Background: an optimization exercise with open tools, aiming at small area and a short achievable clock period. Do not read the settings as production practice.
Where RTL was checked, it was by simulation tests only, not by an equivalence proof against the original.
Power is estimated from default activity; no workload was simulated.

## fifo
module fifo(
  input clk,rst,wr_en,rd_en,
  input [7:0] buf_in,
  output reg [7:0]buf_out,
  output reg buf_empty,buf_full,
  output reg [6:0] fifo_counter
);
For scale: roughly 1,200 cells after synthesis, about 29 I/O pins, ~20,000 sq um of cells after synthesis.
Settings: LEC_CHECK=0, CAP_MARGIN=20, CORE_MARGIN=2, CORE_UTILIZATION=40, SLEW_MARGIN=20; clock period 3.3 ns.
run.sh (not shown) runs the stock make flow with config.mk's settings and CLKGATE_MAP_FILE= SYNTH_SCRIPT=/design/flow/synth_recipe.tcl, a recipe that flattens the netlist after the stock synthesis.
Then changed:
SETUP_SLACK_MARGIN = 1.4   (was not set)
The new run produced a clean layout.
Sequential share of layout area went down by 3.9 points.
Worst setup slack improved by 0.39 ns.
Fmax rises by about a fifth.
Function was not checked in any run of this note: the RTL went through the layout flow alone.

== job 1602 ==
fifo, a different RTL version from the one above (not shown whole).
Size in the first run: roughly 2,000 cells after synthesis, ~570 flip-flops, about 23,000 um^2 of cells after synthesis.
Settings: LEC_CHECK=0, ABC_AREA=1, CAP_MARGIN=20, CORE_MARGIN=2, CORE_UTILIZATION=40, SETUP_SLACK_MARGIN=1.4, SLEW_MARGIN=20; clock period 3.3 ns.
standard.sh (not shown) runs the stock make flow with config.mk's settings and CLKGATE_MAP_FILE= SYNTH_SCRIPT=/design/flow/synth_recipe.tcl, a recipe that flattens the netlist after the stock synthesis.
==> flow/flow/run.sh <==
#!/bin/bash
# Standard ORFS layout, with plain buffers on the ports, resizing not limited
# to each cell's footprint, and larger clock-tree sink clusters.
set -euo pipefail
bash standard.sh MATCH_CELL_FOOTPRINT=0 \
  "BUFFER_PORTS_ARGS=-buffer_cell sky130_fd_sc_hd__buf_4" \
  "CTS_ARGS=-sink_clustering_enable -repair_clock_nets -dont_use_dummy_load -sink_clustering_size 30 -sink_clustering_max_diameter 100" \
  finish > flow.log 2>&1
Setup changes, job 1602 to job 7990
Settings: removing ABC_AREA (formerly 1).
Findings:
Cell with the largest stage delay on the worst path: sky130_fd_sc_hd__dfrtp_2 -> job 7990, sky130_fd_sc_hd__dfrtp_1 -> job 1602
Compared with job 1602, job 7990 instantiates a smaller number of standard cells.
Routed wire length: job 1602 vs job 7990, no meaningful difference
Global-route wire length before repair is lower on job 7990
On job 7990: floorplan die area is about 8% lower than what job 1602 gave.
Per the comparison of job 7990 with job 1602, number of global-route vias before repair shows a reduction of 2,338, count of buffers added by post-CTS timing repair for setup shows a reduction of 4.
From job 1602 to job 7990 the numbers moved as follows: fraction of met1 tracks used by global routing shows an increase of 4.1 points, count of vias placed by the detailed router now smaller, synthesized cell count shows a reduction of 40%.
--- input diff job 7990..job 8066 ---
Settings: putting ABC_AREA at 1 where nothing was set.
--- a/flow/flow/run.sh
+++ b/flow/flow/run.sh
@@ -2,3 +2,4 @@
 # Standard ORFS layout, with plain buffers on the ports, resizing not limited
-# to each cell's footprint, and larger clock-tree sink clusters.
+# to each cell's footprint, larger clock-tree sink clusters, and downsizing
+# of gates off the critical paths after global routing.
 set -euo pipefail
@@ -7,2 +8,3 @@
   "CTS_ARGS=-sink_clustering_enable -repair_clock_nets -dont_use_dummy_load -sink_clustering_size 30 -sink_clustering_max_diameter 100" \
+  RECOVER_POWER=100 \
   finish > flow.log 2>&1
[summary]
Job 8066 completed; timing, DRC and antenna clean. Looking at clock period minus final worst setup slack, job 8066 sits above job 7990. Looking at count of multi-input gates, job 8066 sits 779 higher than job 7990 does. met3 usage in global routing of job 7990 is on par with job 8066.
[inputs] job 5376 vs job 8066
Settings: clearing ABC_AREA, which used to be 1; swapping 1.4 for 1.1 in SETUP_SLACK_MARGIN.
==> flow/flow/run.sh <==
#!/bin/bash
# Standard ORFS layout, with plain buffers on the ports, resizing not limited
# to each cell's footprint, and larger clock-tree sink clusters.
set -euo pipefail
bash standard.sh MATCH_CELL_FOOTPRINT=0 \
  "BUFFER_PORTS_ARGS=-buffer_cell sky130_fd_sc_hd__buf_4" \
  "CTS_ARGS=-sink_clustering_enable -repair_clock_nets -dont_use_dummy_load -sink_clustering_size 30 -sink_clustering_max_diameter 100" \
  finish > flow.log 2>&1
Re power density relative to cell area: job 5376 and job 8066 aren't equal, and the lower value belongs to job 5376. Period utilization ended up 6.7 points lower on job 5376 than on job 8066. From job 8066 to job 5376, count of clock-net buffers in the final layout did not move at all. When job 5376 is set beside job 8066, its worst hold slack turns out to be 0.021 ns larger. Utilization (lower): job 8066.

-- afterwards: timing with drivers on the ports --
Ports are ideal in the flow. The routed layouts listed here were re-timed in OpenROAD. Step 1: set_driving_cell puts a clkbuf_16 on clk and a buf_2 on each other input, an assumption about the parent block. Step 2 moves the port delays by t, midway between the first and last clock arrival at a register: inputs arrive t later, outputs are due t later. That takes back most of the time a late clock gives input paths. Three values: no drivers, after step 1, after step 2; two values: the first two.
run | t, ns | slack for setup (ns) | hold WS [ns] | worst data-port slew with drivers (ns)
the first run of note 1 | 0.634 | 0.850 / 0.850 / 0.492 | 0.446 / 0.446 / 0.446 | 0.04
the second run of note 1 | 0.629 | 1.242 / 1.242 / 0.739 | 0.309 / 0.276 / 0.447 | 0.04
job 1602 | 0.622 | 1.439 / 1.385 / 1.190 | 0.067 / 0.034 / 0.401 | 0.04
job 7990 | 0.613 | 1.356 / 1.356 / 1.121 | 0.204 / 0.173 / 0.422 | 0.04
job 8066 | 0.624 | 0.952 / 0.952 / 0.566 | 0.174 / 0.141 / 0.400 | 0.04
job 5376 | 0.617 | 1.174 / 1.174 / 0.876 | 0.195 / 0.159 / 0.415 | 0.04
After both steps setup and hold are still met in every run listed. For the second run of note 1, which loses most, drivers alone change the setup slack by 0.000 ns; drivers and shift together by -0.503 ns.
